Background: an optimization exercise with open tools, aiming at small area. Do not read the settings as production practice. The RTL was checked by simulation tests, not by an equivalence proof against the original design. No activity file was given, so power comes from the tool's default toggle rates.

==> flow/design.v <==
module fifo_sync (
    input  wire       clk_i,
    input  wire       reset_i,
    input  wire       wr_en_i,
    input  wire [7:0] wr_data_i,
    output wire       full_o,
    input  wire       rd_i,
    output wire [7:0] rd_data_o,
    output wire       empty_o,
    input  wire [4:0] threshold_i,
    output wire       threshold_o
);
  reg [7:0] mem[0:31];
  reg [5:0] cnt_q;
  wire push = wr_en_i & ~cnt_q[5];
  wire pop = rd_i & ~empty_o;
  assign full_o  = cnt_q[5];
  assign empty_o = (cnt_q == 6'd0);
  assign threshold_o = cnt_q[4:0] > threshold_i;
  always_ff @(posedge clk_i)
    if (reset_i) cnt_q <= 6'd0;
    else if (push & ~pop) cnt_q <= cnt_q + 6'd1;
    else if (pop & ~push) cnt_q <= cnt_q - 6'd1;
  integer i;
  always_ff @(posedge clk_i)
    if (push) begin
      mem[0] <= wr_data_i;
      for (i = 1; i < 32; i = i + 1) mem[i] <= mem[i-1];
    end
  wire [7:0] rot[0:31];
  genvar g;
  generate
    for (g = 0; g < 32; g = g + 1) begin : g_rot
      assign rot[g] = mem[(g+31)%32];
    end
  endgenerate
  wire [3:0] dlo = 4'b1 << cnt_q[1:0];
  wire [7:0] dhi = 8'b1 << cnt_q[4:2];
  reg [7:0] rd;
  integer k;
  always_comb begin
    rd = 8'd0;
    for (k = 0; k < 32; k = k + 1) rd = rd | (rot[k] & {8{dlo[k%4] & dhi[k/4]}});
  end
  assign rd_data_o = rd;
endmodule
module fifo_ring (
    input  wire       clk_i,
    input  wire       reset_i,
    input  wire       wr_en_i,
    input  wire [7:0] wr_data_i,
    output wire       full_o,
    input  wire       rd_i,
    output wire [7:0] rd_data_o,
    output wire       empty_o,
    input  wire [4:0] threshold_i,
    output wire       threshold_o
);
  reg [7:0] ring[0:31];
  reg [5:0] rcnt_q;   
  reg [4:0] head_q;   
  reg [7:0] stg[0:2];   
  reg [1:0] scnt_q;   
  wire [5:0] total = rcnt_q + {4'd0, scnt_q};
  assign full_o = total[5];
  assign empty_o = total == 6'd0;
  assign threshold_o = total[4:0] > threshold_i;
  wire push = wr_en_i & ~full_o;
  wire pop = rd_i & ~empty_o;
  wire ring_has = rcnt_q != 6'd0;
  wire stg_has = scnt_q != 2'd0;
  wire pop_ring = pop & ring_has;
  wire pop_stg = pop & ~ring_has;
  wire aligned = ~ring_has | (head_q == rcnt_q[4:0]);
  wire ins = aligned & ~pop_stg & (stg_has | push);
  reg [7:0] stg_old;
  always_comb
    case (scnt_q)
      2'd2: stg_old = stg[1];
      2'd3: stg_old = stg[2];
      default: stg_old = stg[0];
    endcase
  wire [7:0] ins_data = stg_has ? stg_old : wr_data_i;
  wire stg_in = push & ~(ins & ~stg_has);
  wire stg_out = pop_stg | (ins & stg_has);
  always_ff @(posedge clk_i)
    if (reset_i) begin
      rcnt_q <= 6'd0;
      scnt_q <= 2'd0;
    end else begin
      rcnt_q <= rcnt_q + {5'd0, ins} - {5'd0, pop_ring};
      scnt_q <= scnt_q + {1'b0, stg_in} - {1'b0, stg_out};
    end
  always_ff @(posedge clk_i)
    if (!ring_has) head_q <= 5'd1;
    else if (!pop_ring) head_q <= head_q + 5'd1;
  always_ff @(posedge clk_i)
    if (stg_in) begin
      stg[0] <= wr_data_i;
      stg[1] <= stg[0];
      stg[2] <= stg[1];
    end
  integer i;
  always_ff @(posedge clk_i) begin
    ring[0] <= ins ? ins_data : ring[31];
    for (i = 1; i < 32; i = i + 1) ring[i] <= ring[i-1];
  end
  wire [3:0] dlo = 4'b1 << head_q[1:0];
  wire [7:0] dhi = 8'b1 << head_q[4:2];
  reg [7:0] rh;
  integer k;
  always_comb begin
    rh = 8'd0;
    for (k = 0; k < 32; k = k + 1) rh = rh | (ring[(k+31)%32] & {8{dlo[k%4] & dhi[k/4]}});
  end
  assign rd_data_o = ring_has ? rh : stg_old;
endmodule
module tl_skdbf #(
    parameter DW = 8
) (
    input  wire          clk_i,
    input  wire          rst_i,
    input  wire          combinational_ready_i,
    output wire [DW-1:0] cycle_data_o,
    output wire          cycle_vld_o,
    output wire          registered_ready_o,
    input  wire [DW-1:0] registered_data_i,
    input  wire          registered_vld_i
);
  reg [DW-1:0] held_data;
  reg held_vld;
  wire hold_data = ~combinational_ready_i & ~held_vld & registered_vld_i;
  assign registered_ready_o = ~held_vld;
  always_ff @(posedge clk_i)
    if (rst_i) held_vld <= 1'b0;
    else if (hold_data) held_vld <= 1'b1;
    else if (combinational_ready_i) held_vld <= 1'b0;
  always_ff @(posedge clk_i) if (hold_data) held_data <= registered_data_i;
  assign cycle_data_o = held_vld ? held_data : registered_data_i;
  assign cycle_vld_o  = held_vld | registered_vld_i;
endmodule
module uart_tx (
    input  wire        clock,
    input  wire        reset,
    input  wire [15:0] bauddiv_i,
    input  wire        tx_i,
    input  wire [ 7:0] tx_byte_i,      
    output wire        tx_dequeue_o,
    output wire        tx_o,
    output wire        tx_busy_o
);
  reg start_q, byte_q, stop_q, cmpl_q, tx_q;
  reg [15:0] counter_q;
  reg [2:0] byte_cnt_q;
  wire zero = counter_q == 16'd0;
  assign tx_o = tx_q;
  assign tx_dequeue_o = cmpl_q;
  assign tx_busy_o = start_q;
  always_ff @(posedge clock)
    if (reset || !start_q || zero || cmpl_q) counter_q <= bauddiv_i;
    else counter_q <= counter_q - 16'd1;
  always_ff @(posedge clock)
    if (reset) tx_q <= 1'b1;
    else if (byte_q) tx_q <= stop_q | tx_byte_i[byte_cnt_q];
    else tx_q <= ~start_q;
  always_ff @(posedge clock)
    if (reset || cmpl_q) start_q <= 1'b0;
    else if (!start_q) start_q <= tx_i;
  always_ff @(posedge clock)
    if (reset || cmpl_q) byte_q <= 1'b0;
    else if (!byte_q) byte_q <= start_q && zero;
  always_ff @(posedge clock)
    if (reset || cmpl_q) stop_q <= 1'b0;
    else if (!stop_q) stop_q <= byte_q && zero && (byte_cnt_q == 3'd7);
  always_ff @(posedge clock)
    if (reset || cmpl_q) byte_cnt_q <= 3'd0;
    else if (byte_q && zero) byte_cnt_q <= byte_cnt_q + 3'd1;
  always_ff @(posedge clock)
    if (reset || cmpl_q) cmpl_q <= 1'b0;
    else cmpl_q <= stop_q && zero;
endmodule
module uart_rx (
    input  wire        clock,
    input  wire        reset,
    input  wire [15:0] bauddiv_i,
    input  wire        rx_i,
    output wire [ 7:0] rx_byte_o,
    output wire        rx_o,
    output wire        rx_busy_o
);
  reg rx_q, rx_qq;
  reg sample_q, start_q, stop_q, hbit_q, cmpl_q;
  reg [15:0] counter_q;
  reg [ 7:0] rx_byte_q;
  reg [ 2:0] byte_cnt_q;
  wire rx = !rx_qq;
  wire zero = counter_q == 16'd0;
  wire half = counter_q == {1'b0, bauddiv_i[15:1]};
  wire shift_en = zero && start_q && !stop_q;
  assign rx_o = cmpl_q;
  assign rx_byte_o = rx_byte_q;
  assign rx_busy_o = sample_q;
  always_ff @(posedge clock)
    if (reset) begin
      rx_q  <= 1'b1;
      rx_qq <= 1'b1;
    end else begin
      rx_q  <= rx_i;
      rx_qq <= rx_q;
    end
  always_ff @(posedge clock)
    if ((!rx & !sample_q) || zero || reset || (half & sample_q & rx & !start_q) || cmpl_q)
      counter_q <= bauddiv_i;
    else counter_q <= counter_q - 16'd1;
  always_ff @(posedge clock)
    if (cmpl_q || reset) sample_q <= 1'b0;
    else if (!sample_q) sample_q <= rx;
  always_ff @(posedge clock)
    if (cmpl_q || reset) start_q <= 1'b0;
    else if (!start_q) start_q <= half & sample_q & rx;
  always_ff @(posedge clock) if (shift_en) rx_byte_q <= {rx_qq, rx_byte_q[7:1]};
  always_ff @(posedge clock)
    if (cmpl_q || reset) byte_cnt_q <= 3'd0;
    else if (shift_en) byte_cnt_q <= byte_cnt_q + 3'd1;
  always_ff @(posedge clock)
    if (cmpl_q || reset) stop_q <= 1'b0;
    else if (!stop_q) stop_q <= shift_en && byte_cnt_q == 3'd7;
  always_ff @(posedge clock)
    if (cmpl_q || reset) hbit_q <= 1'b0;
    else if (stop_q && zero) hbit_q <= 1'b1;
  always_ff @(posedge clock)
    if (cmpl_q || reset) cmpl_q <= 1'b0;
    else if (hbit_q && half) cmpl_q <= 1'b1;
endmodule
`default_nettype none
module TL_UART #(
    parameter [15:0] C_DEFAULT_BAUD_RATE = 16'd868,
    parameter C_DEFAULT_TX_ON = 1,
    parameter C_DEFAULT_RX_ON = 1,
    parameter C_TILELINK_ID_WIDTH = 1
) (
    input  wire                           uart_clock_i,
    input  wire                           uart_reset_i,
    input  wire [                    2:0] uart_a_opcode,
    input  wire [                    2:0] uart_a_param,
    input  wire [                    2:0] uart_a_size,
    input  wire [C_TILELINK_ID_WIDTH-1:0] uart_a_source,
    input  wire [                   11:0] uart_a_address,
    input  wire [                    3:0] uart_a_mask,
    input  wire [                   31:0] uart_a_data,
    input  wire                           uart_a_corrupt,
    input  wire                           uart_a_valid,
    output wire                           uart_a_ready,
    output wire [                    2:0] uart_d_opcode,
    output wire [                    1:0] uart_d_param,
    output wire [                    2:0] uart_d_size,
    output wire [C_TILELINK_ID_WIDTH-1:0] uart_d_source,
    output wire                           uart_d_denied,
    output wire [                   31:0] uart_d_data,
    output wire                           uart_d_corrupt,
    output wire                           uart_d_valid,
    input  wire                           uart_d_ready,
    input  wire                           UART_RX,
    output wire                           UART_TX,
    output wire                           UART_RX_IRQ,
    output wire                           UART_TX_IRQ
);
  localparam IW = C_TILELINK_ID_WIDTH;
  localparam HW = 5 + 3 + IW + 16;
  wire l_wr = ~uart_a_opcode[2];
  wire l_rd = (uart_a_opcode == 3'd4) | (uart_a_opcode[2:1] == 2'b01);
  wire l_map = (uart_a_address[11:4] == 8'd0) & (uart_a_address[1:0] == 2'b00);
  wire d_valid;
  wire a_free = uart_d_ready | ~d_valid;
  wire a_valid;
  wire q_wr, q_rd, q_map, q_a3, q_a2;
  wire [2:0] q_size;
  wire [IW-1:0] q_source;
  wire [15:0] q_data;
  tl_skdbf #(
      .DW(HW)
  ) skdbf_inst (
      .clk_i(uart_clock_i),
      .rst_i(uart_reset_i),
      .combinational_ready_i(a_free),
      .cycle_data_o({q_wr, q_rd, q_map, q_a3, q_a2, q_size, q_source, q_data}),
      .cycle_vld_o(a_valid),
      .registered_ready_o(uart_a_ready),
      .registered_data_i({
        l_wr, l_rd, l_map, uart_a_address[3], uart_a_address[2],
        uart_a_size, uart_a_source, uart_a_data[15:0]
      }),
      .registered_vld_i(uart_a_valid)
  );
  wire exec = a_valid & a_free;
  wire wr = exec & q_wr & q_map;
  wire rd_hit = q_rd & q_map;
  wire w_ctrl = wr & ~q_a3 & ~q_a2;
  wire w_stat = wr & ~q_a3 & q_a2;
  wire w_fifo = wr & q_a3 & ~q_a2;
  wire w_baud = wr & q_a3 & q_a2;
  wire r_fifo = exec & rd_hit & q_a3 & ~q_a2;
  reg rx_en_q, tx_en_q, rx_ie_q, tx_ie_q, rx_irq_q, tx_irq_q;
  reg [4:0] rx_wm_q, tx_wm_q;
  reg [15:0] baud_q;
  wire tx_full, tx_empty, rx_full, rx_empty, rx_thr, tx_thr, rx_busy, tx_busy;
  wire rx_push, tx_pop;
  wire [7:0] rx_char, tx_head, rx_head;
  always_ff @(posedge uart_clock_i)
    if (uart_reset_i) begin
      rx_en_q <= C_DEFAULT_RX_ON == 1;
      tx_en_q <= C_DEFAULT_TX_ON == 1;
      rx_wm_q <= 5'd0;
      tx_wm_q <= 5'd0;
      rx_ie_q <= 1'b0;
      tx_ie_q <= 1'b0;
    end else if (w_ctrl) begin
      rx_en_q <= q_data[0];
      tx_en_q <= q_data[1];
      rx_wm_q <= q_data[6:2];
      tx_wm_q <= q_data[11:7];
      rx_ie_q <= q_data[12];
      tx_ie_q <= q_data[13];
    end
  always_ff @(posedge uart_clock_i)
    if (uart_reset_i) begin
      rx_irq_q <= 1'b0;
      tx_irq_q <= 1'b0;
    end else if (w_stat) begin
      rx_irq_q <= q_data[2];
      tx_irq_q <= q_data[6];
    end else begin
      rx_irq_q <= rx_ie_q & (rx_irq_q | rx_thr);
      tx_irq_q <= tx_ie_q & (tx_irq_q | tx_thr);
    end
  always_ff @(posedge uart_clock_i)
    if (uart_reset_i) baud_q <= C_DEFAULT_BAUD_RATE;
    else if (w_baud) baud_q <= q_data;
  assign UART_RX_IRQ = rx_irq_q;
  assign UART_TX_IRQ = tx_irq_q;
  reg [15:0] rdata;
  always_comb
    if (!rd_hit) rdata = 16'd0;
    else
      case ({q_a3, q_a2})
        2'b00: rdata = {2'd0, tx_ie_q, rx_ie_q, tx_wm_q, rx_wm_q, tx_en_q, rx_en_q};
        2'b01: rdata = {8'd0, tx_busy, tx_irq_q, tx_empty, tx_full, rx_busy, rx_irq_q, rx_empty, rx_full};
        2'b10: rdata = {8'd0, rx_empty ? 8'd0 : rx_head};
        default: rdata = baud_q;
      endcase
  reg d_valid_q, d_ret_q;
  reg [2:0] d_size_q;
  reg [IW-1:0] d_source_q;
  reg [15:0] d_data_q;
  assign d_valid = d_valid_q;
  always_ff @(posedge uart_clock_i)
    if (uart_reset_i) d_valid_q <= 1'b0;
    else if (exec) d_valid_q <= 1'b1;
    else if (uart_d_ready) d_valid_q <= 1'b0;
  always_ff @(posedge uart_clock_i)
    if (exec) begin
      d_ret_q <= ~(q_wr & ~q_rd);
      d_size_q <= q_size;
      d_source_q <= q_source;
      d_data_q <= rdata;
    end
  assign uart_d_valid = d_valid_q;
  assign uart_d_opcode = {2'd0, d_ret_q};
  assign uart_d_param = 2'd0;
  assign uart_d_size = d_size_q;
  assign uart_d_source = d_source_q;
  assign uart_d_denied = 1'b0;
  assign uart_d_data = {16'd0, d_data_q};
  assign uart_d_corrupt = 1'b0;
  fifo_ring rx_fifo_inst (
      .clk_i(uart_clock_i),
      .reset_i(uart_reset_i),
      .wr_en_i(rx_en_q & rx_push),
      .wr_data_i(rx_char),
      .full_o(rx_full),
      .rd_i(r_fifo),
      .rd_data_o(rx_head),
      .empty_o(rx_empty),
      .threshold_i(rx_wm_q),
      .threshold_o(rx_thr)
  );
  fifo_sync tx_fifo_inst (
      .clk_i(uart_clock_i),
      .reset_i(uart_reset_i),
      .wr_en_i(w_fifo),
      .wr_data_i(q_data[7:0]),
      .full_o(tx_full),
      .rd_i(tx_pop),
      .rd_data_o(tx_head),
      .empty_o(tx_empty),
      .threshold_i(tx_wm_q),
      .threshold_o(tx_thr)
  );
  uart_rx uart_reciever (
      .clock(uart_clock_i),
      .reset(uart_reset_i),
      .bauddiv_i(baud_q),
      .rx_i(UART_RX),
      .rx_byte_o(rx_char),
      .rx_o(rx_push),
      .rx_busy_o(rx_busy)
  );
  uart_tx uart_trasmitter (
      .clock(uart_clock_i),
      .reset(uart_reset_i),
      .bauddiv_i(baud_q),
      .tx_i(tx_en_q & ~tx_empty),
      .tx_byte_i(tx_head),
      .tx_dequeue_o(tx_pop),
      .tx_o(UART_TX),
      .tx_busy_o(tx_busy)
  );
  /*verilator lint_off UNUSED*/
  wire unused = (|uart_a_data[31:16]) | (|uart_a_param) | (|uart_a_mask) | uart_a_corrupt;
  /*verilator lint_on UNUSED*/
endmodule
==> flow/flow/run.sh <==
#!/bin/bash
# Own layout flow: the standard ORFS flow with three changes.
#  1. Synthesis maps logic with an area-oriented ABC script (flow/abc_area.script,
#     selected by ABC_AREA=1 in config.mk). Everything before ABC, including
#     flip-flop mapping and register names, is the standard synthesis.
#  2. CTS without dummy loads and with larger sink clusters.
#  3. Port buffers use sky130_fd_sc_hd__buf_1.
set -euo pipefail
W="$(cd "$(dirname "${BASH_SOURCE[0]}")/.." && pwd)"
cd "$W"

# ORFS scripts with only the ABC area script replaced, for synthesis
rm -rf "$W/synth_scripts"
cp -r "$FLOW_HOME/scripts" "$W/synth_scripts"
cp "$W/flow/abc_area.script" "$W/synth_scripts/abc_area.script"
SCRIPTS_DIR="$W/synth_scripts" bash standard.sh synth > "$W/synth.log" 2>&1

export CTS_ARGS="-sink_clustering_enable -repair_clock_nets -dont_use_dummy_load -sink_clustering_size 8 -sink_clustering_max_diameter 40 -buf_list sky130_fd_sc_hd__clkbuf_4"
export BUFFER_PORTS_ARGS="-buffer_cell sky130_fd_sc_hd__buf_1"
bash standard.sh > "$W/layout.log" 2>&1
==> flow/flow/abc_area.script <==
&get -n
&st
&syn2
&dch -f
&nf -p -R 1000
&put
topo
==> flow/standard.sh <==
#!/bin/bash
# synth_recipe.tcl (not shown) runs the flow's synth.tcl, then flattens the netlist and writes it again
# the make line also repeats each setting of config.mk as NAME=value (left out here)
make -C /OpenROAD-flow-scripts/flow DESIGN_CONFIG=/design/flow/config.mk WORK_HOME=/design/flow/orfs CLKGATE_MAP_FILE= SYNTH_SCRIPT=/design/flow/synth_recipe.tcl "${@:-finish}"
==> flow/config.mk <==
export PLATFORM = sky130hd
export DESIGN_NAME = TL_UART
export DESIGN_NICKNAME = TL_UART
export VERILOG_FILES = /design/flow/design.v
export SDC_FILE = /design/flow/constraint.sdc
export NUM_CORES = 4
export LEC_CHECK = 0
export ABC_AREA = 1
export CAP_MARGIN = 20
export CORE_MARGIN = 2
export CORE_UTILIZATION = 65
export PLACE_DENSITY = 0.75
export SLEW_MARGIN = 20
==> flow/constraint.sdc <==
create_clock -name core_clock -period 8.0 [get_ports {uart_clock_i}]
set_input_delay 1.6000 -clock core_clock [delete_from_list [all_inputs] [get_ports {uart_clock_i}]]
set_output_delay 1.6000 -clock core_clock [all_outputs]
set_load 0.01 [all_outputs]
==> flow_metrics.tcl, run 1 <==
set metrics [dict create \
    grt_pass1_vias 15460 \
    leakage_nw 8.75 \
    core-area_um2 36500 \
    die_w_um 196 \
    gp_congestion 0.880 \
    ys_types 43 \
    root_buffer "clkbuf_4" \
    postCtsSetupBuffers 0 \
    synth.largest_area_cell "edfxtp_1" \
    end_kind "flop" \
    clockBufferDepth 3 \
    critical_path_class "flop to flop" \
    arrival_ps 6160 \
    grt_pass1_wl_mm 87.8 \
    period_minus_slack_ps 5490 \
    final_nets 2071 \
    drtIter0Drc 2407 \
    total_power_mw 6.73 \
    hold_class "flop to flop" \
    yosys_warnings 9 \
    slew_headroom 0.148 \
    nFillCells 2527 \
    max_freq_mhz 182 \
    p_int_mw 4.93 \
    syn-cell-area_um2 24000 \
    dr.pass1.iters 9 \
    grt_setup_unrepaired "no" \
    fin_crit_sh 0.686 \
    status "timing/DRC/antenna clean" \
    clkLatencyLatePin_ps 880 \
    setup_viol 0 \
    die_h_um 196 \
    grt_max_degree 172 \
    vias_per_cell 6.52 \
    pwr-share-clk 0.246 \
    hold_viol 0 \
    swShare 0.267 \
    dp_hpwl_mm 37.7 \
    htree_levels 3 \
    netlist_instances 1775 \
    p_switching_mw 1.80 \
    cts_buffers 100 \
    holdWs_ps 252 \
    tightest_slew_ps 1270 \
    portBuffers 65 \
    core.rowCount 70 \
    overflow 0 \
    totalWireLength_mm 58.4 \
    cp.required_ps 8680 \
    synth_area_per_cell_um2 13.5 \
    critPathLaunchType "flop" \
    powerDensity_nw_per_um2 260 \
    antenna_left 0 \
    drv_cap 0 \
    clk_pin_slew_worst_paths_ps 80 \
    clkSinkCount 693 \
    seqPwrFrac 0.654 \
    grt_antenna_before_repair 2 \
    netlist.area_leader.share 0.417 \
    tritoncts "built" \
    layout-drive-gt1-share 0.0713 \
    multi_input_area_um2 6670 \
    drc 0 \
    ys_ff_latch 693 \
    synth_edf_count 334 \
    peakVddDrop_v 0.000215 \
    top_level_ports 112 \
    die_area_um2 38500 \
    tns_ps 0 \
    cts_resized 0 \
    regArea_um2 17200 \
    area_delta_synth_final_pct 7.40 \
    via_count 15865 \
    async_flop_share 0 \
    start_util 0.658 \
    power_frac_comb 0.101 \
    ys.flop_type "dfxtp_1" \
    yosys-top-cells-area "edfxtp_1 (42%), dfxtp_1 (30%), a222oi_1 (3.7%), nor2_1 (3.2%), ha_1 (2.0%)" \
    skew_ps 110 \
    hold_buffers 0 \
    drv_slew 0 \
    crit_fanout 17 \
    ys_seq_area_frac 0.716 \
    wl_per_cell_um 24.0 \
    grt_util_all_layers 0.303 \
]
-- power groups by stage --
stage,sequential [mW],clock [mW],combinational (mW)
2_1_floorplan,4.37,0,0.430
3_3_place_gp,4.45,0,0.641
3_5_place_dp,4.46,0,0.660
4_1_cts,4.39,1.68,0.664
5_1_grt,4.44,1.82,0.730
6_report,4.40,1.65,0.677
-- registers in the layout (all words and copies together), names as in the netlist, 6 cells and up --
register	count
baud_q	16
d_data_q	16
rx_fifo_inst.rcnt_q	6
rx_fifo_inst.ring	256
rx_fifo_inst.stg	24
skdbf_inst.held_data	25
tx_fifo_inst.cnt_q	6
tx_fifo_inst.mem	256
uart_reciever.counter_q	16
uart_reciever.rx_byte_q	8
uart_trasmitter.counter_q	16
-- placed cells by master, fill, tap and decap left out, drive strengths merged, types with 2 or more instances in the layout --
cell	instances
mux2i	17
xnor2	42
conb	22
or3b	2
nand2	128
ha	39
nor4	11
o21ai	59
diode	2
nand2b	14
dfxtp	359
a22oi	48
a22o	28
and2	3
or4	3
nor3b	4
a31oi	5
fa	3
a222oi	88
nand3	13
a21oi	81
nor2b	7
nor2	202
nand3b	3
nor3	50
a21o	5
xor2	22
and4	7
o21bai	2
clkbuf	101
nand4	45
or2	7
clkinv	41
edfxtp	334
buf	89
or3	8
a211oi	12
mux2	19
a221oi	34
-- Yosys cell counts, types with 28 or more instances --
cell type and count:
dfxtp_1 359, edfxtp_1 334, nor2_1 202, nand2_1 128, a222oi_1 88, a21oi_1 81, o21ai_0 59, nor3_1 50
a22oi_1 48, nand4_1 45, xnor2_1 42, clkinv_1 41, ha_1 39, a221oi_1 34, a22o_1 28
-- worst max-delay path, stage by stage, from the launching register on --
cell and delay (ps):
dfxtp_1 520, ha_1 350, fa_1 420, xor2_1 250
nor4_1 80, nand2_1 80, nor2_1 60, nor3_1 850
nand2_1 460, o21ai_0 420, a21o_1 550, clkinv_1 170
ha_1 250, clkinv_1 60, fa_1 220, clkinv_1 70
a21oi_1 140, nor2_1 50, nor2_1 110, xor2_1 180
nor2_1 60
-- cells by family after synthesis --
family | Yosys count | share of synthesized area
adder cells (fa/ha/maj) | 42 | 0.0228
multiplexers | 36 | 0.0160
AO/OA/AOI/OAI | 366 | 0.112
flip-flops | 693 | 0.716
AND/OR/NAND/NOR | 509 | 0.0964
buffers and inverters | 64 | 0.0136
XOR/XNOR | 64 | 0.0233
other | 1 | 0.000156
-- final timing paths --
| kind | startpoint | endpoint | slack [ps] | depth (start not counted) |
|---|---|---|---|---|
| max reg2reg | rx_fifo_inst.scnt_q[0]$_SDFF_PP0_ | rx_fifo_inst.rcnt_q[4]$_SDFF_PP0_ | 2510 | 20 |
| min | rx_fifo_inst.ring[20][4]$_DFF_P_ | rx_fifo_inst.ring[21][4]$_DFF_P_ | 250 | 0 |
| max | rx_fifo_inst.scnt_q[0]$_SDFF_PP0_ | rx_fifo_inst.rcnt_q[4]$_SDFF_PP0_ | 2510 | 20 |
| min reg2reg | rx_fifo_inst.ring[20][4]$_DFF_P_ | rx_fifo_inst.ring[21][4]$_DFF_P_ | 250 | 0 |
-- area by class of cell --
type                       count  share of cell area
tap                          468              0.0227
inverter                      41             0.00601
antenna                        2            0.000194
clock buffer                 100              0.0291
multi-input combinational   1039               0.258
timing repair buffer          90              0.0172
sequential                   693               0.667
-- through the flow --
step                      instance area [um2]  setup slack (ps)  utilization  instances
after floorplan                         24200             -5050            -       1796
after global placement                  25100              2380        0.686       2331
after detailed placement                25100              2130        0.686       2331
after CTS                               25800              2640        0.707       2431
after global routing                    25800              2190        0.707       2433
final                                   25800              2510        0.707       2433
-- layer usage --
layer  up-vias  part of all wire  GRT usage
li1       7123                 -          -
met1      7601              0.40      0.422
met2       959              0.46      0.464
met3       182              0.10     0.0654
met4         0             0.039      0.134
met5         -                 0          0
==> run 2: changes to the inputs <==
--- a/flow/design.v
+++ b/flow/design.v
@@ -73,5 +73,5 @@
   wire pop_stg = pop & ~ring_has;
   wire aligned = ~ring_has | (head_q == rcnt_q[4:0]);
-  wire ins = aligned & ~pop_stg & (stg_has | push);
+  wire ins = aligned & ~pop_stg & stg_has;
   reg [7:0] stg_old;
   always_comb
@@ -81,7 +81,6 @@
       default: stg_old = stg[0];
     endcase
-  wire [7:0] ins_data = stg_has ? stg_old : wr_data_i;
-  wire stg_in = push & ~(ins & ~stg_has);
-  wire stg_out = pop_stg | (ins & stg_has);
+  wire stg_in = push;
+  wire stg_out = pop_stg | ins;
   always_ff @(posedge clk_i)
     if (reset_i) begin
@@ -103,5 +102,5 @@
   integer i;
   always_ff @(posedge clk_i) begin
-    ring[0] <= ins ? ins_data : ring[31];
+    ring[0] <= ins ? stg_old : ring[31];
     for (i = 1; i < 32; i = i + 1) ring[i] <= ring[i-1];
   end
==> run 2 against run 1 <==
  * Still clean
  * Register-to-register slack improved by 810 ps
  * Fmax increased by 15%
  * Die area decreased by 0.18%
  * Synthesized area decreased by 0.18%
  * Worst setup slack improved by 730 ps
  * Utilization decreased by 0.25 points
  * Highest routed layer unchanged
==> flow_metrics.tcl, run 2 <==
set metrics [dict create \
    status "timing/DRC/antenna clean" \
    totalWireLength_mm 59.0 \
    seqPwrFrac 0.647 \
    synth.largest_area_cell "edfxtp_1" \
    grt_setup_unrepaired "no" \
    synth-xor-area-share 0.0230 \
    swShare 0.271 \
    hold_viol 0 \
    skew_ps 118 \
    core-area_um2 36500 \
    area_delta_synth_final_pct 7.21 \
    ys_ff_latch 693 \
    antenna_left 0 \
    grt_pass1_wl_mm 87.6 \
    p_switching_mw 1.86 \
    cts_resized 0 \
    gp_congestion 0.864 \
    power_frac_comb 0.111 \
    hold_buffers 0 \
    critPathLaunchType "primary input" \
    htree_levels 3 \
    synth_top_family_by_area "compound AO/OA/AOI/OAI gates" \
    dr.pass1.iters 9 \
    clkSinkCount 693 \
    path_cells "buf_1 > nor4_4 > nand3_1 > nor2_1 > a21oi_2 > or3_1 > nor2_1 > nand2_1 > o221ai_2 > clkinv_1 > ha_1 > clkinv_1 > fa_1 > clkinv_1 > a21oi_1 > nor2_1 > nor2_1 > xor2_1 > nor2_1" \
    timing.rr.start "rx_fifo_inst.scnt_q[0]$_SDFF_PP0_" \
    powerDensity_nw_per_um2 267 \
    dp.cells 2297 \
    slew_headroom 0.137 \
    reg2reg_to "rx_fifo_inst.rcnt_q[4]$_SDFF_PP0_" \
    nFillCells 2504 \
    reg2reg_slack_ps 3320 \
    vias_per_cell 6.51 \
    netlist.area_leader.share 0.418 \
    synth_common_cells "dfxtp_1 (359), edfxtp_1 (334), nor2_1 (220)" \
    synthSimpleGateAreaFrac 0.0915 \
    yosys_warnings 9 \
    ys.flop_type "dfxtp_1" \
    overflow 0 \
    synthAdderAreaFrac 0.0228 \
    clk_pin_slew_worst_paths_ps 90 \
    via_count 15636 \
    start_util 0.657 \
    end_kind "flop" \
    grt_antenna_before_repair 2 \
    final_nets 2039 \
    synth_compound_area_frac 0.112 \
    max_freq_mhz 210 \
    wl_per_cell_um 24.6 \
    leakage_nw 8.71 \
    final_common_cell "dfxtp_1" \
    top_regs "rx_fifo_inst.ring x256, tx_fifo_inst.mem x256, skdbf_inst.held_data x25" \
    syn-cell-area_um2 24000 \
    ys_types 49 \
    layout-drive-gt1-share 0.0704 \
    synth_edf_count 334 \
    drc 0 \
    holdWs_ps 241 \
    portBuffers 65 \
    die_h_um 196 \
    drv_cap 0 \
    cp_top_family "simple AND/OR/NAND/NOR gates" \
    hold_depth 0 \
    crit_fanout 12 \
    root_buffer "clkbuf_4" \
    drtIter0Drc 1975 \
    min_from "rx_fifo_inst.ring[22][7]$_DFF_P_" \
    path_common_cell "nor2_1" \
    clockBufferDepth 3 \
    period_minus_slack_ps 4760 \
    tightest_slew_ps 1290 \
    drv_slew 0 \
    netlist_instances 1752 \
    cts_buffers 101 \
    async_flop_share 0 \
    grt_max_degree 187 \
    crit_slowest_cell "o221ai_2" \
    grt_util_all_layers 0.306 \
    arrival_ps 5430 \
    place_area_um2 24900 \
    clkLatencyLatePin_ps 850 \
    hold_class "flop to flop" \
    cpPeakStageDelay_ps 770 \
    r2r_cells 19 \
    fin_area_um2 25700 \
    tritoncts "built" \
    die_w_um 196 \
    final_cells 2403 \
    postCtsSetupBuffers 0 \
    core.rowCount 70 \
    grt_pass1_vias 15180 \
    cp.buffers_inverters 4 \
    hold_end "rx_fifo_inst.ring[23][7]$_DFF_P_" \
    die_area_um2 38500 \
    cp.required_ps 8670 \
    synth_mux_area_frac 0.0201 \
    setup_viol 0 \
    dp_hpwl_mm 37.3 \
    p_int_mw 5.00 \
    synth.most_common_cell "dfxtp_1" \
    peakVddDrop_v 0.000209 \
    most-common-layout-cells "dfxtp_1 (358), edfxtp_1 (334), nor2_1 (214)" \
    synth_area_per_cell_um2 13.7 \
    ys_seq_area_frac 0.717 \
    critical_path_class "primary input to flop" \
    fin_crit_sh 0.595 \
    pwr-share-clk 0.243 \
    fin_util 0.705 \
    yosys-top-cells-area "edfxtp_1 (42%), dfxtp_1 (30%), a222oi_1 (3.5%), nor2_1 (3.4%), ha_1 (2.0%)" \
    top_level_ports 112 \
]
[run 2: cell types whose count changed in the layout (fill, tap and decap cells not counted), moves of 4 or more]
cell,delta
o21ai_0,-15
nor2_1,+16
nand2_1,-28
nor2b_1,-4
mux2_1,+7
and4_1,-4
a222oi_1,-4
a22oi_1,+5
buf_4,-10
nor3_1,-13
[run 2: worst register-to-register path, delay by kind of cell, from the launching register on]
kind            cells  cell delay, ps
simple gates        8            1210
fa+ha+maj           4             960
compound gates      2             930
flops               1             720
xor+xnor            2             370
buf+inv             3             310
[run 2: how the worst max path moves through the flow]
stage / start / endpoint / slack (ps) / cells after the start
floorplan: uart_a_address[7] / tx_fifo_inst.cnt_q[5]$_SDFFE_PP0P_ / -5050 / 16
global placement: uart_a_address[7] / rx_fifo_inst.rcnt_q[4]$_SDFF_PP0_ / 2480 / 19
detailed placement: uart_a_address[7] / rx_fifo_inst.rcnt_q[4]$_SDFF_PP0_ / 2420 / 19
CTS: uart_a_address[7] / rx_fifo_inst.rcnt_q[4]$_SDFF_PP0_ / 3310 / 19
global route: rx_fifo_inst.scnt_q[0]$_SDFF_PP0_ / rx_fifo_inst.rcnt_q[4]$_SDFF_PP0_ / 2930 / 19
finish: uart_a_address[7] / rx_fifo_inst.rcnt_q[4]$_SDFF_PP0_ / 3240 / 19
[run 2: through the flow]
step	setup TNS [ps]	setup slack [ps]	power, mW
final	0	3240	6.86
after global routing	0	2930	7.13
after CTS	0	3310	6.87
after detailed placement	0	2420	5.24
after global placement	0	2480	5.21
after floorplan	-840970	-5050	4.90
[run 2: cell families (layout without fill, tap and decap cells)]
group                      Yosys count  in the layout
and+or+nand+nor                    485            485
muxes                               45             45
DFF                                693            693
adders and majority gates           42             42
AOI/OAI and AO/OA                  359            359
buffers and inverters               64            222
xor gates and xnor gates            63             63
other                                1             26
[run 2: layout make-up]
| class | instances | area (um2) | share of cell area |
|---|---|---|---|
| clock buffer | 101 | 758 | 0.0295 |
| sequential | 693 | 17200 | 0.669 |
| timing repair buffer | 80 | 370 | 0.0144 |
| inverter | 41 | 155 | 0.00603 |
| antenna | 4 | 10.0 | 0.000389 |
| tap | 468 | 586 | 0.0228 |
| multi-input combinational | 1016 | 6640 | 0.258 |
[run 2: layer usage]
| metal | GRT usage | vias to the layer above | routed length, um |
|---|---|---|---|
| li1 | - | 7040 | - |
| met1 | 0.401 | 7542 | 23000 |
| met2 | 0.495 | 880 | 28000 |
| met3 | 0.0648 | 174 | 5630 |
| met4 | 0.143 | 0 | 2310 |
| met5 | 0 | - | 0 |
[run 2: power groups by stage]
stage	clock network [mW]	logic (mW)	registers, mW
after floorplan	0	0.501	4.40
after CTS	1.70	0.749	4.43
final	1.66	0.760	4.44
after global routing	1.83	0.820	4.48
after detailed placement	0	0.744	4.50
after global placement	0	0.727	4.48
==> run 3: changes to the inputs <==
==> flow/flow/abc_area.script (replaced) <==
&get -n
&st
&deepsyn -T 120
&dch -f
&nf -p -R 1000 -F 10 -A 10 -C 32
&put
topo
==> run 3 against run 2 <==
  * Still clean
  * Non-clock buffer count grew 21
  * Power shrank 2.1%
  * Utilization grew 1.1 points
  * Synthesized area shrank 1.3%
  * Die area shrank 1.3%
  * Critical path type unchanged
  * Largest power group unchanged
==> flow_metrics.tcl, run 3 <==
set metrics [dict create \
    tritoncts "built" \
    async_flop_share 0 \
    grt_antenna_before_repair 2 \
    start_util 0.663 \
    ys.flop_type "dfxtp_1" \
    holdWs_ps 242 \
    drv_cap 0 \
    path_common_cell "clkinv_1" \
    ys_ff_latch 693 \
    dp_hpwl_mm 39.4 \
    vias_per_cell 6.81 \
    status "timing/DRC/antenna clean" \
    crit_slowest_cell "nor3_1" \
    ys_types 52 \
    via_count 15928 \
    core.rowCount 69 \
    dp.cells 2237 \
    hold_end "rx_fifo_inst.ring[21][1]$_DFF_P_" \
    clockBufferDepth 3 \
    netlist_instances 1678 \
    synth_area_per_cell_um2 14.1 \
    totalWireLength_mm 60.3 \
    max_freq_mhz 200 \
    final_cells 2340 \
    drv_slew 0 \
    final_common_cell "dfxtp_1" \
    gp_congestion 0.912 \
    layout-drive-gt1-share 0.0826 \
    syn-cell-area_um2 23700 \
    yosys_warnings 9 \
    peakVddDrop_v 0.000200 \
    clkSinkCount 693 \
    timing.rr.start "rx_fifo_inst.scnt_q[1]$_SDFF_PP0_" \
    overflow 0 \
    period_minus_slack_ps 5010 \
    wl_per_cell_um 25.8 \
    top_regs "rx_fifo_inst.ring x256, tx_fifo_inst.mem x256, skdbf_inst.held_data x25" \
    cts_resized 0 \
    cp_top_family "simple AND/OR/NAND/NOR gates" \
    fin_util 0.716 \
    core-area_um2 35700 \
    reg2reg_to "rx_fifo_inst.rcnt_q[4]$_SDFF_PP0_" \
    cp.required_ps 8720 \
    grt_setup_unrepaired "no" \
    setup_viol 0 \
    tightest_slew_ps 1240 \
    cpPeakStageDelay_ps 950 \
    skew_ps 133 \
    hold_depth 0 \
    arrival_ps 5730 \
    antenna_left 0 \
    synth.largest_area_cell "edfxtp_1" \
    ys_seq_area_frac 0.727 \
    portBuffers 65 \
    critical_path_class "primary input to flop" \
    drc 0 \
    hold_viol 0 \
    most-common-layout-cells "dfxtp_1 (359), edfxtp_1 (334), nor2_1 (129)" \
    netlist.area_leader.share 0.423 \
    yosys-top-cells-area "edfxtp_1 (42%), dfxtp_1 (30%), a222oi_1 (4.7%), a22oi_1 (2.2%), nor2_1 (2.1%)" \
    grt_util_all_layers 0.318 \
    powerDensity_nw_per_um2 262 \
    fin_crit_sh 0.626 \
    postCtsSetupBuffers 0 \
    grt_pass1_vias 15621 \
    die_w_um 195 \
    dr.pass1.iters 7 \
    htree_levels 3 \
    crit_fanout 9 \
    clk_pin_slew_worst_paths_ps 80 \
    path_cells "buf_1 > nor4_4 > nand3_1 > clkinv_1 > a31oi_1 > nor3_1 > nand2_1 > nor2_1 > ha_1 > clkinv_1 > ha_1 > clkinv_1 > fa_1 > nor2b_1 > nor2_1 > o21bai_1 > o21bai_1 > a21oi_1" \
    hold_class "flop to flop" \
    grt_pass1_wl_mm 90.9 \
    leakage_nw 8.79 \
    die_h_um 195 \
    synth_edf_count 334 \
    cts_buffers 100 \
    die_area_um2 38000 \
    synth_common_cells "dfxtp_1 (359), edfxtp_1 (334), nor2_1 (132)" \
    synth.most_common_cell "dfxtp_1" \
    critPathLaunchType "primary input" \
    slew_headroom 0.173 \
    r2r_cells 19 \
    drtIter0Drc 2581 \
    cp.buffers_inverters 4 \
    hold_buffers 0 \
    clkLatencyLatePin_ps 860 \
    final_nets 1985 \
    min_from "rx_fifo_inst.ring[20][1]$_DFF_P_" \
    reg2reg_slack_ps 3320 \
    total_power_mw 6.71 \
    end_kind "flop" \
    area_delta_synth_final_pct 8.01 \
    grt_max_degree 160 \
    root_buffer "clkbuf_4" \
    tns_ps 0 \
    top_level_ports 112 \
]
## run 3: final cells by class
class / instances / area, um2
repair buffers: 101 / 531
inverters: 67 / 253
flip-flops and latches: 693 / 17200
multi-input cells: 916 / 6250
clock buffers: 100 / 751
fillers: 2423 / 10200
well taps: 461 / 577
diodes: 2 / 5.00
## run 3: worst max path at each step
| stage | startpoint | endpoint | slack, ps | depth (start not counted) |
|---|---|---|---|---|
| 2_1_floorplan | uart_a_address[7] | tx_fifo_inst.cnt_q[5]$_SDFFE_PP0P_ | -2700 | 17 |
| 3_3_place_gp | uart_a_address[7] | rx_fifo_inst.rcnt_q[4]$_SDFF_PP0_ | 2470 | 18 |
| 3_5_place_dp | uart_a_address[7] | rx_fifo_inst.rcnt_q[4]$_SDFF_PP0_ | 2220 | 18 |
| 4_1_cts | uart_a_address[7] | rx_fifo_inst.rcnt_q[4]$_SDFF_PP0_ | 3110 | 18 |
| 5_1_grt | uart_a_address[2] | rx_fifo_inst.rcnt_q[4]$_SDFF_PP0_ | 2650 | 16 |
| 6_report | uart_a_address[7] | rx_fifo_inst.rcnt_q[4]$_SDFF_PP0_ | 2990 | 18 |
## run 3: cells by family after synthesis
group | after synthesis | synth area share
AOI/OAI and AO/OA | 399 | 0.130
xor gates and xnor gates | 21 | 0.00776
adders and majority gates | 42 | 0.0231
buffers and inverters | 90 | 0.0179
DFF | 693 | 0.727
muxes | 31 | 0.0141
other | 1 | 0.000158
and+or+nand+nor | 401 | 0.0800
## run 3: worst register-to-register path, delay by kind of cell, from the launching register on
family | cells | cell delay (ps)
AOI/OAI and AO/OA | 4 | 570
xor gates and xnor gates | 1 | 100
adders and majority gates | 4 | 1180
buffers and inverters | 3 | 230
DFF | 1 | 590
and+or+nand+nor | 7 | 1970
## run 3: metrics by stage
stage / setup slack, ps / cell area, um2
2_1_floorplan: -2700 / 23800
3_3_place_gp: 2470 / 24800
3_5_place_dp: 2220 / 24800
4_1_cts: 3110 / 25500
5_1_grt: 2650 / 25600
6_report: 2990 / 25600
## run 3: power breakdown
part / internal [mW] / total (mW) / switching [mW] / leakage [nW]
clock: 0.571 / 1.65 / 1.08 / 0.460
combinational: 0.223 / 0.636 / 0.413 / 2.39
sequential: 4.14 / 4.43 / 0.287 / 5.95
## run 3: per-layer routing
metal | up-vias | part of all wire | wire, um | GRT usage
met2 | 1125 | 0.46 | 27500 | 0.501
met5 | - | 0 | 0 | 0
met4 | 0 | 0.049 | 2950 | 0.155
met3 | 232 | 0.11 | 6900 | 0.0786
li1 | 6947 | - | - | -
met1 | 7624 | 0.38 | 22900 | 0.417
==> run 4: changes to the inputs <==
--- a/flow/design.v
+++ b/flow/design.v
@@ -115,4 +115,82 @@
   assign rd_data_o = ring_has ? rh : stg_old;
 endmodule
+module fifo_tx (
+    input  wire       clk_i,
+    input  wire       reset_i,
+    input  wire       wr_en_i,
+    input  wire [7:0] wr_data_i,
+    output wire       full_o,
+    input  wire       rd_i,
+    output wire [7:0] rd_data_o,
+    output wire       empty_o,
+    input  wire [4:0] threshold_i,
+    output wire       threshold_o
+);
+  reg [7:0] ring[0:31];
+  reg [5:0] cnt_q;   
+  reg ring_has_q;   
+  reg [4:0] head_q;   
+  reg [4:0] tgt_q;   
+  reg [7:0] dl[0:3];   
+  reg [3:0] dv_q;   
+  wire push = wr_en_i & ~cnt_q[5];
+  wire pop = rd_i & ~empty_o;
+  assign full_o = cnt_q[5];
+  assign empty_o = (cnt_q == 6'd0);
+  assign threshold_o = cnt_q[4:0] > threshold_i;
+  always_ff @(posedge clk_i)
+    if (reset_i) cnt_q <= 6'd0;
+    else if (push & ~pop) cnt_q <= cnt_q + 6'd1;
+    else if (pop & ~push) cnt_q <= cnt_q - 6'd1;
+  wire ring_has = ring_has_q;
+  wire pop_ring = pop & ring_has;
+  wire pop_dl = pop & ~ring_has;
+  wire [1:0] old_idx = dv_q[3] ? 2'd3 : dv_q[2] ? 2'd2 : dv_q[1] ? 2'd1 : 2'd0;
+  wire dl_has = |dv_q;
+  wire [7:0] dl_old = dl[old_idx];
+  wire aligned = ~ring_has | (tgt_q[1:0] == 2'b00);
+  wire ins = aligned & dl_has & ~pop_dl;
+  wire [2:0] ins_pt = ring_has ? tgt_q[4:2] : 3'd0;
+  wire take = ins | pop_dl;
+  always_ff @(posedge clk_i)
+    if (reset_i) ring_has_q <= 1'b0;
+    else ring_has_q <= ins | (ring_has & ~(pop_ring & (head_q == tgt_q)));
+  always_ff @(posedge clk_i)
+    if (!ring_has) begin
+      head_q <= 5'd0;
+      tgt_q  <= 5'd0;
+    end else begin
+      if (!pop_ring) head_q <= head_q + 5'd1;
+      if (!ins) tgt_q <= tgt_q + 5'd1;
+    end
+  always_ff @(posedge clk_i)
+    if (reset_i) dv_q <= 4'd0;
+    else begin
+      dv_q[0] <= push;
+      dv_q[1] <= dv_q[0] & ~(take & (old_idx == 2'd0));
+      dv_q[2] <= dv_q[1] & ~(take & (old_idx == 2'd1));
+      dv_q[3] <= dv_q[2] & ~(take & (old_idx == 2'd2));
+    end
+  always_ff @(posedge clk_i) begin
+    dl[0] <= wr_data_i;
+    dl[1] <= dl[0];
+    dl[2] <= dl[1];
+    dl[3] <= dl[2];
+  end
+  integer p;
+  always_ff @(posedge clk_i)
+    for (p = 0; p < 32; p = p + 1)
+      if (p % 4 == 0 && ins && ins_pt == p / 4) ring[p] <= dl_old;
+      else ring[p] <= ring[(p+31)%32];
+  wire [3:0] dlo = 4'b1 << head_q[1:0];
+  wire [7:0] dhi = 8'b1 << head_q[4:2];
+  reg [7:0] rh;
+  integer k;
+  always_comb begin
+    rh = 8'd0;
+    for (k = 0; k < 32; k = k + 1) rh = rh | (ring[k] & {8{dlo[k%4] & dhi[k/4]}});
+  end
+  assign rd_data_o = ring_has ? rh : dl_old;
+endmodule
 module tl_skdbf #(
     parameter DW = 8
@@ -384,5 +462,5 @@
       .threshold_o(rx_thr)
   );
-  fifo_sync tx_fifo_inst (
+  fifo_tx tx_fifo_inst (
       .clk_i(uart_clock_i),
       .reset_i(uart_reset_i),
==> run 4 against run 3 <==
  * Critical endpoint unchanged
  * Still clean
  * Fmax increased by 11%
  * Worst hold slack improved by 55 ps
  * Critical path type is now flop to flop
  * Register-to-register slack improved by 180 ps
  * Largest power group unchanged
==> flow_metrics.tcl, run 4 <==
set metrics [dict create \
    peakVddDrop_v 0.000170 \
    reg2reg_slack_ps 3500 \
    fin_crit_sh 0.562 \
    hold_class "flop to flop" \
    final_nets 2302 \
    ys_ff_latch 740 \
    critPathLaunchType "flop" \
    ys_types 51 \
    die_w_um 193 \
    end_kind "flop" \
    synth_edf_count 78 \
    tritoncts "built" \
    fin_area_um2 25300 \
    finalWorstSetupSlack_ps 3500 \
    vias_per_cell 6.55 \
    grt_pass1_vias 16711 \
    portBuffers 65 \
    cts_buffers 104 \
    totalWireLength_mm 63.0 \
    htree_levels 3 \
    drv_slew 0 \
    cts_resized 0 \
    seqPwrFrac 0.643 \
    top_level_ports 112 \
    overflow 0 \
    status "timing/DRC/antenna clean" \
    syn-cell-area_um2 23300 \
    synth_common_cells "dfxtp_1 (662), nor2_1 (216), a21oi_1 (129)" \
    grt_util_all_layers 0.340 \
    core.rowCount 69 \
    antenna_left 0 \
    leakage_nw 9.42 \
    async_flop_share 0 \
    grt_pass1_wl_mm 95.1 \
    drc 0 \
    critical_path_class "flop to flop" \
    via_count 17359 \
    swShare 0.277 \
    grt_antenna_before_repair 1 \
    grt_setup_unrepaired "no" \
    layout-drive-gt1-share 0.0827 \
    netlist_instances 1958 \
    die_h_um 193 \
    p_switching_mw 1.94 \
    clkSinkCount 740 \
    ys.flop_type "dfxtp_1" \
    root_buffer "clkbuf_4" \
    cp.required_ps 8690 \
    tightest_slew_ps 1330 \
    yosys_warnings 10 \
    synth.most_common_cell "dfxtp_1" \
    synth.largest_area_cell "dfxtp_1" \
    gp_congestion 0.980 \
    yosys-top-cells-area "dfxtp_1 (57%), edfxtp_1 (10%), a222oi_1 (5.0%), nor2_1 (3.5%), a21oi_1 (2.8%)" \
    setup_viol 0 \
    dp_hpwl_mm 42.2 \
    crit_fanout 10 \
    dp_slack_ps 2890 \
    hold_buffers 0 \
    dr.pass1.iters 9 \
    die_area_um2 37300 \
    place_area_um2 24500 \
    postCtsSetupBuffers 0 \
    clk_pin_slew_worst_paths_ps 80 \
    max_freq_mhz 222 \
    start_util 0.657 \
    ys_seq_area_frac 0.671 \
    synth_area_per_cell_um2 11.9 \
    powerDensity_nw_per_um2 278 \
    top_regs "rx_fifo_inst.ring x256, tx_fifo_inst.ring x256, tx_fifo_inst.dl x32" \
    drtIter0Drc 2924 \
    core-area_um2 35400 \
    clkLatencyLatePin_ps 820 \
    area_delta_synth_final_pct 8.77 \
    p_int_mw 5.08 \
    nFillCells 2562 \
    skew_ps 85.2 \
    clockBufferDepth 3 \
    netlist.area_leader.share 0.570 \
    grt_max_degree 35 \
    pwr-share-clk 0.247 \
    slew_headroom 0.113 \
    drv_cap 0 \
    final_common_cell "dfxtp_1" \
    arrival_ps 5190 \
    most-common-layout-cells "dfxtp_1 (662), nor2_1 (215), a21oi_1 (129)" \
    wl_per_cell_um 23.8 \
    hold_viol 0 \
    period_minus_slack_ps 4500 \
    power_frac_comb 0.111 \
    tns_ps 0 \
]
## run 4: cell count changes in the layout (fill, tap and decap cells not counted), sizes merged, moves of 7 or more
cell,previous run,this run
buf,101,127
a221oi,22,29
nand2,97,116
dfxtp,359,662
nor2,132,216
a21oi,45,129
edfxtp,334,78
a22oi,69,53
xnor2,12,21
nor3,27,39
## run 4: critical path, cell delays in order, from the launching register on
cell and delay, ps:
dfxtp_1 530, ha_1 300, a21o_1 200, nand2_1 80
xnor2_1 120, clkinv_1 110, or4_1 480, nor3_1 250
nor3_1 100, buf_4 210, nand2_1 230, nor2_1 90
ha_1 300, clkinv_1 50, ha_1 160, clkinv_1 90
fa_1 420, nor2b_1 170, nor2_1 60, o21bai_1 210
o21bai_1 110, a21oi_1 130
## run 4: cell families (layout without fill, tap and decap cells)
logic type / Yosys count / in the layout / share of synthesized area
xor gates and xnor gates: 30 / 30 / 0.0113
adders and majority gates: 48 / 48 / 0.0268
AOI/OAI and AO/OA: 497 / 497 / 0.157
other: 1 / 23 / 0.000161
DFF: 740 / 740 / 0.671
and+or+nand+nor: 526 / 526 / 0.103
muxes: 27 / 27 / 0.0124
buffers and inverters: 89 / 298 / 0.0181
## run 4: area by class of cell
cell class,instances,area [um2],share of cell area
diodes,1,2.50,0.0000989
multi-input cells,1150,7370,0.291
well taps,461,577,0.0228
repair buffers,128,718,0.0284
inverters,66,248,0.00979
clock buffers,104,781,0.0309
flip-flops and latches,740,15600,0.617
## run 4: final timing paths
path / depth (start not counted) / startpoint / end
worst max-delay path: 21 / rx_fifo_inst.rcnt_q[1]$_SDFF_PP0_ / rx_fifo_inst.rcnt_q[4]$_SDFF_PP0_
worst min-delay path: 0 / rx_fifo_inst.ring[29][2]$_DFF_P_ / rx_fifo_inst.ring[30][2]$_DFF_P_
worst max register to register: 21 / rx_fifo_inst.rcnt_q[1]$_SDFF_PP0_ / rx_fifo_inst.rcnt_q[4]$_SDFF_PP0_
worst min register to register: 0 / rx_fifo_inst.ring[29][2]$_DFF_P_ / rx_fifo_inst.ring[30][2]$_DFF_P_
## run 4: per-stage QoR
step | utilization | total power [mW] | hold slack [ps] | instances
after detailed placement | 0.692 | 5.32 | 335 | 2544
after CTS | 0.714 | 7.01 | 302 | 2648
after global routing | 0.715 | 7.29 | 308 | 2650
after floorplan | - | 4.94 | 326 | 1979
after global placement | 0.692 | 5.29 | 332 | 2544
final | 0.715 | 7.02 | 297 | 2650
## run 4: per-layer routing
metal / track usage / wire length (um)
met1: 0.465 / 25000
met4: 0.148 / 2500
met3: 0.111 / 8540
met2: 0.496 / 26900
met5: 0 / 0
## run 4: power groups by stage
stage | clock (mW) | sequential [mW] | combinational, mW
after floorplan | 0 | 4.47 | 0.473
after global routing | 1.91 | 4.55 | 0.837
after global placement | 0 | 4.56 | 0.734
after CTS | 1.76 | 4.50 | 0.749
final | 1.73 | 4.51 | 0.777
after detailed placement | 0 | 4.58 | 0.746
==> run 5: changes to the inputs <==
--- a/flow/design.v
+++ b/flow/design.v
@@ -1,3 +1,3 @@
-module fifo_sync (
+module fifo_tx (
     input  wire       clk_i,
     input  wire       reset_i,
@@ -11,9 +11,14 @@
     output wire       threshold_o
 );
-  reg [7:0] mem[0:31];
-  reg [5:0] cnt_q;
+  reg [7:0] ring[0:31];
+  reg [5:0] cnt_q;   
+  reg ring_has_q;   
+  reg [4:0] head_q;   
+  reg [4:0] tgt_q;   
+  reg [7:0] dl[0:3];   
+  reg [3:0] dv_q;   
   wire push = wr_en_i & ~cnt_q[5];
   wire pop = rd_i & ~empty_o;
-  assign full_o  = cnt_q[5];
+  assign full_o = cnt_q[5];
   assign empty_o = (cnt_q == 6'd0);
   assign threshold_o = cnt_q[4:0] > threshold_i;
@@ -22,87 +27,44 @@
     else if (push & ~pop) cnt_q <= cnt_q + 6'd1;
     else if (pop & ~push) cnt_q <= cnt_q - 6'd1;
-  integer i;
-  always_ff @(posedge clk_i)
-    if (push) begin
-      mem[0] <= wr_data_i;
-      for (i = 1; i < 32; i = i + 1) mem[i] <= mem[i-1];
-    end
-  wire [7:0] rot[0:31];
-  genvar g;
-  generate
-    for (g = 0; g < 32; g = g + 1) begin : g_rot
-      assign rot[g] = mem[(g+31)%32];
-    end
-  endgenerate
-  wire [3:0] dlo = 4'b1 << cnt_q[1:0];
-  wire [7:0] dhi = 8'b1 << cnt_q[4:2];
-  reg [7:0] rd;
-  integer k;
-  always_comb begin
-    rd = 8'd0;
-    for (k = 0; k < 32; k = k + 1) rd = rd | (rot[k] & {8{dlo[k%4] & dhi[k/4]}});
-  end
-  assign rd_data_o = rd;
-endmodule
-module fifo_ring (
-    input  wire       clk_i,
-    input  wire       reset_i,
-    input  wire       wr_en_i,
-    input  wire [7:0] wr_data_i,
-    output wire       full_o,
-    input  wire       rd_i,
-    output wire [7:0] rd_data_o,
-    output wire       empty_o,
-    input  wire [4:0] threshold_i,
-    output wire       threshold_o
-);
-  reg [7:0] ring[0:31];
-  reg [5:0] rcnt_q;   
-  reg [4:0] head_q;   
-  reg [7:0] stg[0:2];   
-  reg [1:0] scnt_q;   
-  wire [5:0] total = rcnt_q + {4'd0, scnt_q};
-  assign full_o = total[5];
-  assign empty_o = total == 6'd0;
-  assign threshold_o = total[4:0] > threshold_i;
-  wire push = wr_en_i & ~full_o;
-  wire pop = rd_i & ~empty_o;
-  wire ring_has = rcnt_q != 6'd0;
-  wire stg_has = scnt_q != 2'd0;
+  wire ring_has = ring_has_q;
   wire pop_ring = pop & ring_has;
-  wire pop_stg = pop & ~ring_has;
-  wire aligned = ~ring_has | (head_q == rcnt_q[4:0]);
-  wire ins = aligned & ~pop_stg & stg_has;
-  reg [7:0] stg_old;
-  always_comb
-    case (scnt_q)
-      2'd2: stg_old = stg[1];
-      2'd3: stg_old = stg[2];
-      default: stg_old = stg[0];
-    endcase
-  wire stg_in = push;
-  wire stg_out = pop_stg | ins;
-  always_ff @(posedge clk_i)
-    if (reset_i) begin
-      rcnt_q <= 6'd0;
-      scnt_q <= 2'd0;
+  wire pop_dl = pop & ~ring_has;
+  wire [1:0] old_idx = dv_q[3] ? 2'd3 : dv_q[2] ? 2'd2 : dv_q[1] ? 2'd1 : 2'd0;
+  wire dl_has = |dv_q;
+  wire [7:0] dl_old = dl[old_idx];
+  wire aligned = ~ring_has | (tgt_q[1:0] == 2'b00);
+  wire ins = aligned & dl_has & ~pop_dl;
+  wire [2:0] ins_pt = ring_has ? tgt_q[4:2] : 3'd0;
+  wire take = ins | pop_dl;
+  always_ff @(posedge clk_i)
+    if (reset_i) ring_has_q <= 1'b0;
+    else ring_has_q <= ins | (ring_has & ~(pop_ring & (head_q == tgt_q)));
+  always_ff @(posedge clk_i)
+    if (!ring_has) begin
+      head_q <= 5'd0;
+      tgt_q  <= 5'd0;
     end else begin
-      rcnt_q <= rcnt_q + {5'd0, ins} - {5'd0, pop_ring};
-      scnt_q <= scnt_q + {1'b0, stg_in} - {1'b0, stg_out};
+      if (!pop_ring) head_q <= head_q + 5'd1;
+      if (!ins) tgt_q <= tgt_q + 5'd1;
     end
   always_ff @(posedge clk_i)
-    if (!ring_has) head_q <= 5'd1;
-    else if (!pop_ring) head_q <= head_q + 5'd1;
-  always_ff @(posedge clk_i)
-    if (stg_in) begin
-      stg[0] <= wr_data_i;
-      stg[1] <= stg[0];
-      stg[2] <= stg[1];
+    if (reset_i) dv_q <= 4'd0;
+    else begin
+      dv_q[0] <= push;
+      dv_q[1] <= dv_q[0] & ~(take & (old_idx == 2'd0));
+      dv_q[2] <= dv_q[1] & ~(take & (old_idx == 2'd1));
+      dv_q[3] <= dv_q[2] & ~(take & (old_idx == 2'd2));
     end
-  integer i;
   always_ff @(posedge clk_i) begin
-    ring[0] <= ins ? stg_old : ring[31];
-    for (i = 1; i < 32; i = i + 1) ring[i] <= ring[i-1];
+    dl[0] <= wr_data_i;
+    dl[1] <= dl[0];
+    dl[2] <= dl[1];
+    dl[3] <= dl[2];
   end
+  integer p;
+  always_ff @(posedge clk_i)
+    for (p = 0; p < 32; p = p + 1)
+      if (p % 4 == 0 && ins && ins_pt == p / 4) ring[p] <= dl_old;
+      else ring[p] <= ring[(p+31)%32];
   wire [3:0] dlo = 4'b1 << head_q[1:0];
   wire [7:0] dhi = 8'b1 << head_q[4:2];
@@ -111,9 +73,9 @@
   always_comb begin
     rh = 8'd0;
-    for (k = 0; k < 32; k = k + 1) rh = rh | (ring[(k+31)%32] & {8{dlo[k%4] & dhi[k/4]}});
+    for (k = 0; k < 32; k = k + 1) rh = rh | (ring[k] & {8{dlo[k%4] & dhi[k/4]}});
   end
-  assign rd_data_o = ring_has ? rh : stg_old;
+  assign rd_data_o = ring_has ? rh : dl_old;
 endmodule
-module fifo_tx (
+module fifo_rx (
     input  wire       clk_i,
     input  wire       reset_i,
@@ -129,9 +91,8 @@
   reg [7:0] ring[0:31];
   reg [5:0] cnt_q;   
+  reg pend_q;   
   reg ring_has_q;   
   reg [4:0] head_q;   
   reg [4:0] tgt_q;   
-  reg [7:0] dl[0:3];   
-  reg [3:0] dv_q;   
   wire push = wr_en_i & ~cnt_q[5];
   wire pop = rd_i & ~empty_o;
@@ -145,12 +106,11 @@
   wire ring_has = ring_has_q;
   wire pop_ring = pop & ring_has;
-  wire pop_dl = pop & ~ring_has;
-  wire [1:0] old_idx = dv_q[3] ? 2'd3 : dv_q[2] ? 2'd2 : dv_q[1] ? 2'd1 : 2'd0;
-  wire dl_has = |dv_q;
-  wire [7:0] dl_old = dl[old_idx];
+  wire pop_pend = pop & ~ring_has;
   wire aligned = ~ring_has | (tgt_q[1:0] == 2'b00);
-  wire ins = aligned & dl_has & ~pop_dl;
+  wire ins = aligned & (pend_q | push) & ~pop_pend;
   wire [2:0] ins_pt = ring_has ? tgt_q[4:2] : 3'd0;
-  wire take = ins | pop_dl;
+  always_ff @(posedge clk_i)
+    if (reset_i) pend_q <= 1'b0;
+    else pend_q <= (pend_q | push) & ~ins & ~pop_pend;
   always_ff @(posedge clk_i)
     if (reset_i) ring_has_q <= 1'b0;
@@ -164,22 +124,8 @@
       if (!ins) tgt_q <= tgt_q + 5'd1;
     end
-  always_ff @(posedge clk_i)
-    if (reset_i) dv_q <= 4'd0;
-    else begin
-      dv_q[0] <= push;
-      dv_q[1] <= dv_q[0] & ~(take & (old_idx == 2'd0));
-      dv_q[2] <= dv_q[1] & ~(take & (old_idx == 2'd1));
-      dv_q[3] <= dv_q[2] & ~(take & (old_idx == 2'd2));
-    end
-  always_ff @(posedge clk_i) begin
-    dl[0] <= wr_data_i;
-    dl[1] <= dl[0];
-    dl[2] <= dl[1];
-    dl[3] <= dl[2];
-  end
   integer p;
   always_ff @(posedge clk_i)
     for (p = 0; p < 32; p = p + 1)
-      if (p % 4 == 0 && ins && ins_pt == p / 4) ring[p] <= dl_old;
+      if (p % 4 == 0 && ins && ins_pt == p / 4) ring[p] <= wr_data_i;
       else ring[p] <= ring[(p+31)%32];
   wire [3:0] dlo = 4'b1 << head_q[1:0];
@@ -191,5 +137,5 @@
     for (k = 0; k < 32; k = k + 1) rh = rh | (ring[k] & {8{dlo[k%4] & dhi[k/4]}});
   end
-  assign rd_data_o = ring_has ? rh : dl_old;
+  assign rd_data_o = ring_has ? rh : wr_data_i;
 endmodule
 module tl_skdbf #(
@@ -450,5 +396,5 @@
   assign uart_d_data = {16'd0, d_data_q};
   assign uart_d_corrupt = 1'b0;
-  fifo_ring rx_fifo_inst (
+  fifo_rx rx_fifo_inst (
       .clk_i(uart_clock_i),
       .reset_i(uart_reset_i),
==> run 5 against run 4 <==
  * Sequential share of layout area fell by 2.5 points
  * Utilization rose by 0.057 points
  * Synthesized cell count rose by 1.9%
  * Synthesized area rose by 0.13%
  * Global-route usage grew 0.93 points
  * Non-clock buffer count shrank 2
  * Count of clock-buffer cells in the layout decreased by 2
  * Cell area about the same
  * Cell count up 1.3%
  * Critical endpoint is now rx_fifo_inst.cnt_q[5]$_SDFFE_PP0P_
==> flow_metrics.tcl, run 5 <==
set metrics [dict create \
    final_common_cell "dfxtp_1" \
    hold_class "flop to flop" \
    ys_types 55 \
    dr.pass1.iters 10 \
    cp.buffers_inverters 2 \
    startpoint "uart_a_address[7]" \
    vias_per_cell 6.60 \
    drtIter0Drc 2554 \
    nFillCells 2660 \
    yosys_warnings 9 \
    cp_top_family "simple AND/OR/NAND/NOR gates" \
    min_from "tx_fifo_inst.ring[16][6]$_DFF_P_" \
    top_level_ports 112 \
    place_area_um2 24500 \
    core.rowCount 69 \
    clk_pin_slew_worst_paths_ps 80 \
    reg2reg_slack_ps 3350 \
    end_kind "flop" \
    skew_ps 101 \
    htree_levels 3 \
    path_common_cell "a21oi_1" \
    swShare 0.218 \
    root_buffer "clkbuf_4" \
    path_cells "buf_1 > nor4_1 > nand3_1 > nor2_1 > a32oi_1 > nor3_1 > nand2_1 > ha_1 > clkinv_1 > ha_1 > a21o_1 > a21o_1 > nand2_1 > nand2b_1 > a21oi_1 > o21bai_1 > a21oi_1 > a21oi_1 > o21a_1" \
    ys.flop_type "dfxtp_1" \
    drc 0 \
    synth_area_per_cell_um2 11.7 \
    synth.largest_area_cell "dfxtp_1" \
    total_power_mw 5.47 \
    final_cells 2685 \
    tns_ps 0 \
    die_area_um2 37400 \
    ys_ff_latch 721 \
    cts_resized 0 \
    core-area_um2 35400 \
    top_regs "rx_fifo_inst.ring x256, tx_fifo_inst.ring x256, tx_fifo_inst.dl x32" \
    crit_fanout 11 \
    gp_congestion 0.973 \
    pwr-share-clk 0.310 \
    most-common-layout-cells "dfxtp_1 (667), nor2_1 (152), nand2_1 (142)" \
    fin_crit_sh 0.628 \
    holdWs_ps 286 \
    drv_cap 0 \
    async_flop_share 0 \
    slew_headroom 0.227 \
    tightest_slew_ps 1160 \
    netlist_instances 1996 \
    critPathLaunchType "primary input" \
    die_h_um 193 \
    layout-drive-gt1-share 0.0779 \
    crit_cells 19 \
    dp.cells 2580 \
    clkSinkCount 721 \
    crit_slowest_cell "nor3_1" \
    seqPwrFrac 0.673 \
    peakVddDrop_v 0.000162 \
    grt_max_degree 32 \
    synth_edf_count 54 \
    fin_util 0.715 \
    grt_util_all_layers 0.349 \
    antenna_left 0 \
    start_util 0.658 \
    hold_buffers 0 \
    area_delta_synth_final_pct 8.72 \
    drv_slew 0 \
    clockBufferDepth 3 \
    syn-cell-area_um2 23300 \
    reg2reg_to "rx_fifo_inst.cnt_q[5]$_SDFFE_PP0P_" \
    leakage_nw 9.49 \
    synth.most_common_cell "dfxtp_1" \
    period_minus_slack_ps 5030 \
    postCtsSetupBuffers 0 \
    tritoncts "built" \
    netlist.area_leader.share 0.573 \
    dp_slack_ps 2240 \
    wl_per_cell_um 24.7 \
    cpPeakStageDelay_ps 890 \
    final_nets 2328 \
    max_freq_mhz 199 \
    overflow 0 \
    via_count 17732 \
    grt_pass1_vias 17473 \
    critical_path_class "primary input to flop" \
    clkLatencyLatePin_ps 850 \
    totalWireLength_mm 66.2 \
    p_switching_mw 1.19 \
    setup_viol 0 \
    cp.required_ps 8690 \
    dp_hpwl_mm 44.6 \
    yosys-top-cells-area "dfxtp_1 (57%), edfxtp_1 (7.0%), a222oi_1 (5.1%), mux2_1 (3.5%), nor2_1 (2.5%)" \
    die_w_um 193 \
    cts_buffers 102 \
    portBuffers 65 \
    power_frac_comb 0.017 \
    grt_pass1_wl_mm 101 \
    status "timing/DRC/antenna clean" \
    hold_viol 0 \
    grt_setup_unrepaired "no" \
    powerDensity_nw_per_um2 216 \
    fin_area_um2 25300 \
    timing.rr.start "skdbf_inst.held_vld$_SDFFE_PP0P_" \
    hold_depth 0 \
]
## run 5: cell types whose count changed in the layout (fill, tap and decap cells not counted), moves of 12 or more
cell,before,now
nor3_1,34,21
mux2_1,14,73
a21oi_1,129,97
nor2_1,215,152
and2_0,2,15
clkinv_1,66,78
nor2b_1,9,23
edfxtp_1,78,54
o21ai_0,50,93
nand2_1,116,142
## run 5: cell families after synthesis
| family | count (synthesis) | synth area share |
|---|---|---|
| mux | 83 | 0.0396 |
| other cells | 1 | 0.000161 |
| compound gates | 492 | 0.154 |
| simple gates | 521 | 0.107 |
| fa+ha+maj | 40 | 0.0221 |
| xor+xnor | 37 | 0.0139 |
| buf+inv | 101 | 0.0200 |
| flops | 721 | 0.643 |
## run 5: worst register-to-register path: cells and delay by family, from the launching register on
kind            cells  cell delay, ps
compound gates      8            1340
flops               1             610
fa+ha+maj           2             630
simple gates        4            1510
buf+inv             2             470
## run 5: metal layers
metal / vias to the layer above / track usage / part of all wire
met4: 0 / 0.198 / 0.061
met3: 289 / 0.0863 / 0.11
met5: - / 0 / 0
li1: 7923 / - / -
met1: 8313 / 0.452 / 0.38
met2: 1207 / 0.537 / 0.44
## run 5: power by group through the flow
stage	sequential (mW)	clock [mW]	combinational (mW)
3_3_place_gp	3.76	0	0.0875
5_1_grt	3.68	1.88	0.0996
6_report	3.68	1.70	0.0916
4_1_cts	3.68	1.72	0.0896
2_1_floorplan	3.76	0	0.0546
3_5_place_dp	3.76	0	0.0891
## run 5: worst max-delay path by stage
| stage | to |
|---|---|
| finish | rx_fifo_inst.cnt_q[5]$_SDFFE_PP0P_ |
| global route | rx_fifo_inst.cnt_q[5]$_SDFFE_PP0P_ |
| CTS | rx_fifo_inst.cnt_q[5]$_SDFFE_PP0P_ |
| detailed placement | rx_fifo_inst.cnt_q[5]$_SDFFE_PP0P_ |
| global placement | rx_fifo_inst.cnt_q[5]$_SDFFE_PP0P_ |
| floorplan | rx_fifo_inst.cnt_q[5]$_SDFFE_PP0P_ |
## run 5: cell type report
class / count / area (um2) / share of cell area
clock buffer: 102 / 766 / 0.0303
sequential: 721 / 15000 / 0.592
inverter: 78 / 293 / 0.0116
tap: 461 / 577 / 0.0228
multi-input combinational: 1195 / 7990 / 0.316
timing repair buffer: 126 / 707 / 0.0279
antenna: 2 / 5.00 / 0.000198

Check on run 5: ideal ports give 2.972 ns setup slack; a clkbuf_16 on the clock port and buf_2 on the inputs give 3.001 ns; moving port delays by the midpoint clock arrival (0.852 ns) as well gives 2.150 ns.
